This is an optimization exercise on Yosys and OpenROAD, whose aim is small area, a short achievable clock period and few clock cycles per item, not a production implementation. Where RTL was checked, it was by simulation tests only, not by an equivalence proof against the original.

==> inputs of run a <==
==> flow/design.v <==
module demosaic(clk, reset, in_en, data_in, wr_r, addr_r, wdata_r, rdata_r, wr_g, addr_g, wdata_g, rdata_g, wr_b, addr_b, wdata_b, rdata_b, done);
input clk;
input reset;
input in_en;
input [7:0] data_in;
output reg wr_r;
output reg [13:0] addr_r;
output reg [7:0] wdata_r;
input [7:0] rdata_r;
output reg wr_g;
output reg [13:0] addr_g;
output reg [7:0] wdata_g;
input [7:0] rdata_g;
output reg wr_b;
output reg [13:0] addr_b;
output reg [7:0] wdata_b;
input [7:0] rdata_b;
output reg done;
reg p1, p2;              
reg [6:0] row;           
reg [7:0] col8;          
reg f0, f126, f127;      
wire [6:0] col = col8[6:0];
wire bub = col8[7];
reg [1:0] mid_sel;       
reg [8:0] s0, s1, s2;
reg [7:0] m0, m1;
wire [7:0] mid_v = (mid_sel == 2'd0) ? rdata_r : (mid_sel == 2'd1) ? rdata_g : rdata_b;
wire [7:0] tb_a  = (mid_sel == 2'd0) ? rdata_g : rdata_r;
wire [7:0] tb_b  = (mid_sel == 2'd2) ? rdata_g : rdata_b;
wire [8:0] s_in  = tb_a + tb_b;
wire [8:0] horiz_s = m0 + (row[0] ? rdata_r : rdata_b);
wire [9:0] sm      = s1 + m0;
wire [9:0] gsum_s  = sm + rdata_g;
wire [9:0] diag_s  = s0 + s2;
wire [7:0] horiz = horiz_s[8:1];
wire [7:0] vert  = s1[8:1];
wire [7:0] gsum  = gsum_s[9:2];
wire [7:0] diag  = diag_s[9:2];
wire r0 = row[0];
wire c0 = col[0];
wire own_g = (r0 == c0);
wire own_r = ~r0 & c0;
wire own_b = r0 & ~c0;
wire [6:0] rp1 = row + 7'd1;
wire [6:0] rp2 = row + 7'd2;
wire [6:0] rm1 = row - 7'd1;
wire [13:0] a_own = {row, col};
wire [13:0] a_x = f0 ? {row, 7'd126} : {rp1, col - 7'd3};
wire [13:0] a_y = own_g ? {rm1, col - 7'd3} : {row, col - 7'd2};
wire x_wr = (row != 7'd127);
wire gen = ~f126 & ~f127 & ~bub;
wire [13:0] a_k   = {row, col};
wire [13:0] a_rc1 = {rp1, col + 7'd1};
wire [13:0] a_rc2 = {row, col + 7'd2};
wire [13:0] p2_r = gen ? (own_r ? a_rc1 : a_k) :
                   f126 ? a_k :
                   ~bub ? (r0 ? {rp1, 7'd126} : {row, 7'd1}) :
                          (r0 ? {rp1, 7'd1} : {rp1, 7'd127});
wire [13:0] p2_g = gen ? (own_g ? a_rc2 : a_k) :
                   f126 ? (r0 ? a_k : {rp2, 7'd0}) :
                   ~bub ? (r0 ? {row, 7'd1} : {rp1, 7'd126}) :
                          (r0 ? {rp1, 7'd127} : {rp1, 7'd1});
wire [13:0] p2_b = gen ? (own_b ? a_rc1 : a_k) :
                   f126 ? (r0 ? {rp2, 7'd0} : a_k) :
                   ~bub ? (r0 ? {rp1, 7'd126} : {rp2, 7'd127}) :
                          (r0 ? {rp2, 7'd2} : {rp1, 7'd127});
wire [1:0] mid_next = gen ? (own_g ? 2'd1 : own_r ? 2'd2 : 2'd0) :
                      f126 ? (r0 ? 2'd1 : 2'd2) :
                      (r0 ? 2'd0 : 2'd1);
wire wrap = bub | (~p2 & f127);
wire last_pix = (row == 7'd127) & f127;
wire last_step = (row == 7'd126) & f127;
wire idle = ~p1 & ~p2 & ~done;
always @(posedge clk or posedge reset) begin
	if (reset) begin
		p1 <= 1'b0;
		p2 <= 1'b0;
		done <= 1'b0;
		wr_r <= 1'b0;
		wr_g <= 1'b0;
		wr_b <= 1'b0;
	end else begin
		if (p2) begin
			wr_r <= ~own_r & ~f127 & ~bub & ~last_step;
			wr_g <= ~own_g & ~f127 & ~bub & ~last_step;
			wr_b <= ~own_b & ~f127 & ~bub & ~last_step;
			if (last_step) begin
				p2 <= 1'b0;
				done <= 1'b1;
			end
		end else if (in_en & ~done) begin
			wr_r <= ~own_g | x_wr;
			wr_g <= own_g | x_wr;
			wr_b <= 1'b1;
			p1 <= ~last_pix;
			p2 <= last_pix;
		end else begin
			wr_r <= 1'b0;
			wr_g <= 1'b0;
			wr_b <= 1'b0;
		end
	end
end
always @(posedge clk) begin
	s0 <= s1;
	s1 <= s2;
	s2 <= s_in;
	m0 <= m1;
	m1 <= mid_v;
	mid_sel <= mid_next;
	if (idle) begin
		row <= 7'd0;
		col8 <= {7'd0, in_en};
		f0 <= ~in_en;
		f126 <= 1'b0;
		f127 <= 1'b0;
	end else if (p1 & last_pix) begin
		row <= 7'd0;
		col8 <= 8'd126;
		f0 <= 1'b0;
		f126 <= 1'b1;
		f127 <= 1'b0;
	end else begin
		col8 <= wrap ? 8'd0 : col8 + 8'd1;
		if (wrap)
			row <= rp1;
		f0 <= wrap;
		f126 <= (col8 == 8'd125);
		f127 <= f126;
	end
	if (p2) begin
		addr_r <= p2_r;
		addr_g <= p2_g;
		addr_b <= p2_b;
		wdata_r <= own_g ? (r0 ? vert : horiz) : diag;
		wdata_g <= gsum;
		wdata_b <= own_g ? (r0 ? horiz : vert) : diag;
	end else begin
		addr_r <= own_r ? a_own : own_g ? a_x : a_y;
		addr_g <= own_g ? a_own : a_x;
		addr_b <= own_b ? a_own : a_y;
		wdata_r <= data_in;
		wdata_g <= data_in;
		wdata_b <= data_in;
	end
end
endmodule
==> flow/flow/run.sh <==
#!/bin/bash
# Standard layout, with a small buffer on each port instead of the default
# one, and adders left to abc as plain gates (no full/half adder cells).
set -euo pipefail
cat >> config.mk <<'MK'
export BUFFER_PORTS_ARGS = -buffer_cell sky130_fd_sc_hd__buf_1
export DONT_USE_CELLS += sky130_fd_sc_hd__fa_1 sky130_fd_sc_hd__fa_2 sky130_fd_sc_hd__fa_4 sky130_fd_sc_hd__ha_1 sky130_fd_sc_hd__ha_2 sky130_fd_sc_hd__ha_4
MK
bash standard.sh > flow.log 2>&1
==> flow/standard.sh <==
#!/bin/bash
# synth_recipe.tcl (not shown) runs the flow's synth.tcl, then flattens the netlist and writes it again
# the make line also repeats each setting of config.mk as NAME=value (left out here)
make -C /OpenROAD-flow-scripts/flow DESIGN_CONFIG=/design/flow/config.mk WORK_HOME=/design/flow/orfs CLKGATE_MAP_FILE= SYNTH_SCRIPT=/design/flow/synth_recipe.tcl "${@:-finish}"
==> flow/config.mk <==
export PLATFORM = sky130hd
export DESIGN_NAME = demosaic
export DESIGN_NICKNAME = demosaic
export VERILOG_FILES = /design/flow/design.v
export SDC_FILE = /design/flow/constraint.sdc
export NUM_CORES = 4
export LEC_CHECK = 0
export CAP_MARGIN = 20
export CORE_MARGIN = 2
export CORE_UTILIZATION = 40
export CTS_BUF_LIST = sky130_fd_sc_hd__clkbuf_8
export CTS_CLUSTER_DIAMETER = 80
export CTS_CLUSTER_SIZE = 30
export SETUP_SLACK_MARGIN = 2.3
export SLEW_MARGIN = 20
export BUFFER_PORTS_ARGS = -buffer_cell sky130_fd_sc_hd__buf_1
export DONT_USE_CELLS += sky130_fd_sc_hd__fa_1 sky130_fd_sc_hd__fa_2 sky130_fd_sc_hd__fa_4 sky130_fd_sc_hd__ha_1 sky130_fd_sc_hd__ha_2 sky130_fd_sc_hd__ha_4
==> flow/constraint.sdc <==
create_clock -name core_clock -period 5.0 [get_ports {clk}]
set_input_delay 1.0000 -clock core_clock [delete_from_list [all_inputs] [get_ports {clk}]]
set_output_delay 1.0000 -clock core_clock [all_outputs]
set_load 0.01 [all_outputs]
==> inputs of run b, as changes to run a <==
--- a/flow/design.v
+++ b/flow/design.v
@@ -19,7 +19,5 @@
 reg p1, p2;              
-reg [6:0] row;           
-reg [7:0] col8;          
+reg [6:0] row, col;      
+reg bub;                 
 reg f0, f126, f127;      
-wire [6:0] col = col8[6:0];
-wire bub = col8[7];
 reg [1:0] mid_sel;       
@@ -51,3 +49,3 @@
 wire x_wr = (row != 7'd127);
-wire gen = ~f126 & ~f127 & ~bub;
+wire gen = ~f126 & ~f127;
 wire [13:0] a_k   = {row, col};
@@ -70,5 +68,4 @@
                       (r0 ? 2'd0 : 2'd1);
-wire wrap = bub | (~p2 & f127);
 wire last_pix = (row == 7'd127) & f127;
-wire last_step = (row == 7'd126) & f127;
+wire last_step = (row == 7'd126) & f127 & ~bub;
 wire idle = ~p1 & ~p2 & ~done;
@@ -84,5 +81,5 @@
 		if (p2) begin
-			wr_r <= ~own_r & ~f127 & ~bub & ~last_step;
-			wr_g <= ~own_g & ~f127 & ~bub & ~last_step;
-			wr_b <= ~own_b & ~f127 & ~bub & ~last_step;
+			wr_r <= ~own_r & ~f127 & ~last_step;
+			wr_g <= ~own_g & ~f127 & ~last_step;
+			wr_b <= ~own_b & ~f127 & ~last_step;
 			if (last_step) begin
@@ -113,3 +110,4 @@
 		row <= 7'd0;
-		col8 <= {7'd0, in_en};
+		col <= {6'd0, in_en};
+		bub <= 1'b0;
 		f0 <= ~in_en;
@@ -119,3 +117,4 @@
 		row <= 7'd0;
-		col8 <= 8'd126;
+		col <= 7'd126;
+		bub <= 1'b0;
 		f0 <= 1'b0;
@@ -123,8 +122,11 @@
 		f127 <= 1'b0;
+	end else if (p2 & f127 & ~bub) begin
+		bub <= 1'b1;
 	end else begin
-		col8 <= wrap ? 8'd0 : col8 + 8'd1;
-		if (wrap)
+		col <= col + 7'd1;
+		if (f127)
 			row <= rp1;
-		f0 <= wrap;
-		f126 <= (col8 == 8'd125);
+		bub <= 1'b0;
+		f0 <= f127;
+		f126 <= (col == 7'd125);
 		f127 <= f126;
==> flow/flow/run.sh (replaced) <==
#!/bin/bash
# Standard layout, with a small buffer on each port instead of the default one.
set -euo pipefail
echo 'export BUFFER_PORTS_ARGS = -buffer_cell sky130_fd_sc_hd__buf_1' >> config.mk
bash standard.sh > flow.log 2>&1
==> flow/config.mk (replaced) <==
export PLATFORM = sky130hd
export DESIGN_NAME = demosaic
export DESIGN_NICKNAME = demosaic
export VERILOG_FILES = /design/flow/design.v
export SDC_FILE = /design/flow/constraint.sdc
export NUM_CORES = 4
export LEC_CHECK = 0
export CAP_MARGIN = 20
export CORE_MARGIN = 2
export CORE_UTILIZATION = 40
export SETUP_SLACK_MARGIN = 3.0
export SLEW_MARGIN = 20
export BUFFER_PORTS_ARGS = -buffer_cell sky130_fd_sc_hd__buf_1
==> inputs of run c, as changes to run a <==
==> flow/design.v (replaced) <==
module demosaic(clk, reset, in_en, data_in, wr_r, addr_r, wdata_r, rdata_r, wr_g, addr_g, wdata_g, rdata_g, wr_b, addr_b, wdata_b, rdata_b, done);
input clk;
input reset;
input in_en;
input [7:0] data_in;
output reg wr_r;
output reg [13:0] addr_r;
output reg [7:0] wdata_r;
input [7:0] rdata_r;
output reg wr_g;
output reg [13:0] addr_g;
output reg [7:0] wdata_g;
input [7:0] rdata_g;
output reg wr_b;
output reg [13:0] addr_b;
output reg [7:0] wdata_b;
input [7:0] rdata_b;
output reg done;
reg p1, p2;              
reg [6:0] row, col;      
reg f0, f1, f126, f127;  
reg [1:0] mid_sel;       
reg [8:0] s_old, s_new;
reg [7:0] m_old, m_new;
wire [7:0] mid_v = (mid_sel == 2'd0) ? rdata_r : (mid_sel == 2'd1) ? rdata_g : rdata_b;
wire [7:0] tb_a  = (mid_sel == 2'd0) ? rdata_g : rdata_r;
wire [7:0] tb_b  = (mid_sel == 2'd2) ? rdata_g : rdata_b;
wire [8:0] s_in  = tb_a + tb_b;
wire [8:0] horiz_s = m_old + mid_v;
wire [9:0] gsum_s  = s_new + m_old + mid_v;
wire [9:0] diag_s  = s_old + tb_a + tb_b;
wire [7:0] horiz = horiz_s[8:1];
wire [7:0] vert  = s_new[8:1];
wire [7:0] gsum  = gsum_s[9:2];
wire [7:0] diag  = diag_s[9:2];
wire r0 = row[0];
wire c0 = col[0];
wire own_g = (r0 == c0);
wire own_r = ~r0 & c0;
wire own_b = r0 & ~c0;
wire [6:0] rm2 = row - 7'd2;
wire [6:0] rm1 = row - 7'd1;
wire [6:0] rp1 = row + 7'd1;
wire [6:0] col2 = col - 7'd2;
wire [13:0] a_own = {row, col};
wire [6:0] vrow = f0 ? rm2 : f1 ? rm1 : row;
wire [6:0] trow = f0 ? rm1 : f1 ? row : rp1;
wire [13:0] a_v = {vrow, col2};
wire [13:0] a_t = {trow, col2};
wire [13:0] a_k = {row, col};
wire [13:0] a_pr = f126 ? {row, 7'd0} : {rp1, col};
wire [13:0] a_c1_hi = {rp1, 7'd1};
wire [13:0] a_c1_lo = {row, 7'd1};
wire [1:0] mid_next = f126 ? 2'd0 :
                      f127 ? (r0 ? 2'd0 : 2'd1) :
                      (r0 == c0) ? (r0 ? 2'd0 : 2'd2) : 2'd1;
wire last_pix = (row == 7'd127) & f127;
wire last_step = (row == 7'd126) & f127;
wire idle = ~p1 & ~p2 & ~done;
always @(posedge clk or posedge reset) begin
	if (reset) begin
		p1 <= 1'b0;
		p2 <= 1'b0;
		done <= 1'b0;
		wr_r <= 1'b0;
		wr_g <= 1'b0;
		wr_b <= 1'b0;
	end else begin
		if (p2) begin
			wr_r <= ~own_r & ~f127 & ~last_step;
			wr_g <= ~own_g & ~f127 & ~last_step;
			wr_b <= ~own_b & ~f127 & ~last_step;
			if (last_step) begin
				p2 <= 1'b0;
				done <= 1'b1;
			end
		end else if (in_en & ~done) begin
			wr_r <= ~(f1 & r0);
			wr_g <= ~(f1 & ~r0);
			wr_b <= 1'b1;
			p1 <= ~last_pix;
			p2 <= last_pix;
		end else begin
			wr_r <= 1'b0;
			wr_g <= 1'b0;
			wr_b <= 1'b0;
		end
	end
end
always @(posedge clk) begin
	s_old <= s_new;
	m_old <= m_new;
	s_new <= s_in;
	m_new <= mid_v;
	mid_sel <= mid_next;
	if (idle) begin
		row <= 7'd0;
		col <= {6'd0, in_en};
		f0 <= ~in_en;
		f1 <= in_en;
		f126 <= 1'b0;
		f127 <= 1'b0;
	end else if (p1 & last_pix) begin
		row <= 7'd0;
		col <= 7'd126;
		f0 <= 1'b0;
		f1 <= 1'b0;
		f126 <= 1'b1;
		f127 <= 1'b0;
	end else begin
		col <= col + 7'd1;
		if (f127)
			row <= rp1;
		f0 <= f127;
		f1 <= f0;
		f126 <= (col == 7'd125);
		f127 <= f126;
	end
	if (p2) begin
		addr_r <= f127 ? (r0 ? a_c1_hi : a_c1_lo) : own_r ? a_pr : a_k;
		addr_g <= f127 ? (r0 ? a_c1_lo : a_c1_hi) : own_g ? a_pr : a_k;
		addr_b <= (f127 | own_b) ? a_pr : a_k;
		wdata_r <= own_g ? (r0 ? vert : horiz) : diag;
		wdata_g <= gsum;
		wdata_b <= own_g ? (r0 ? horiz : vert) : diag;
	end else begin
		addr_r <= own_r ? a_own : (~c0 ? a_t : a_v);
		addr_g <= own_g ? a_own : a_v;
		addr_b <= own_b ? a_own : (((~r0 & ~c0) | f1) ? a_v : a_t);
		wdata_r <= data_in;
		wdata_g <= data_in;
		wdata_b <= data_in;
	end
end
endmodule
==> flow/run.sh (new file) <==
#!/bin/bash
# synth_recipe.tcl (not shown) runs the flow's synth.tcl, then flattens the netlist and writes it again
# the make line also repeats each setting of config.mk as NAME=value (left out here)
make -C /OpenROAD-flow-scripts/flow DESIGN_CONFIG=/design/flow/config.mk WORK_HOME=/design/flow/orfs CLKGATE_MAP_FILE= SYNTH_SCRIPT=/design/flow/synth_recipe.tcl finish
==> flow/config.mk (replaced) <==
export PLATFORM = sky130hd
export DESIGN_NAME = demosaic
export DESIGN_NICKNAME = demosaic
export VERILOG_FILES = /design/flow/design.v
export SDC_FILE = /design/flow/constraint.sdc
export NUM_CORES = 4
export LEC_CHECK = 0
export ABC_CLOCK_PERIOD_IN_PS = 2000
export CAP_MARGIN = 20
export CORE_MARGIN = 2
export CORE_UTILIZATION = 40
export SETUP_SLACK_MARGIN = 2.6
export SLEW_MARGIN = 20
removed: flow/flow/run.sh
removed: flow/standard.sh
==> notes <==
- The lowest via count belongs to run c, the highest to run b.
- Synthesized area: run b > run a > run c.
- Non-clock buffer count, highest first: run b, run c, run a.
- Hold slack, highest first: run a, run c, run b.
- Register-to-register slack: run a is lower than run b (0.12 ns).
- Wire length: run b is larger than run a (43%).
Testbench counts of run a, summed over its fixed seeds: cycles 261,128, images 8.
Testbench counts of run b, summed over its fixed seeds: cycles 261,128, images 8.
No functional check of the RTL was part of run c.

separate check: timing with driven ports:
The flow's constraints put no driver on any port. The routed layouts listed below were extracted and timed again, unchanged, in two steps. Step 1, drivers: a clkbuf_16 drives clk and a buf_2 each remaining input, both assumed. Step 2 adds t to the input delays and takes it off the output delays; t is the mean of the earliest and latest rising clock arrival at the registers after step 1. Input paths then give back, and output paths get back, about the clock's delay inside the block. Three values: no drivers, after step 1, after step 2; two values: the first two.
| run | t (ns) | slack for setup (ns) | slew at the worst register clock pin (ns) | worst data-port slew with drivers (ns) |
|---|---|---|---|---|
| run a | 0.496 | 2.344 / 2.357 / 1.861 | 0.09 / 0.09 | 0.04 |
| run b | 0.474 | 2.297 / 2.287 / 1.813 | 0.07 / 0.07 | 0.05 |
| run c | 0.468 | 1.829 / 1.829 / 1.436 | 0.06 / 0.06 | 0.05 |
After both steps setup and hold are still met in every run listed. The setup slack of run b, which loses most, moves by -0.010 ns with the drivers and by -0.484 ns with both steps.
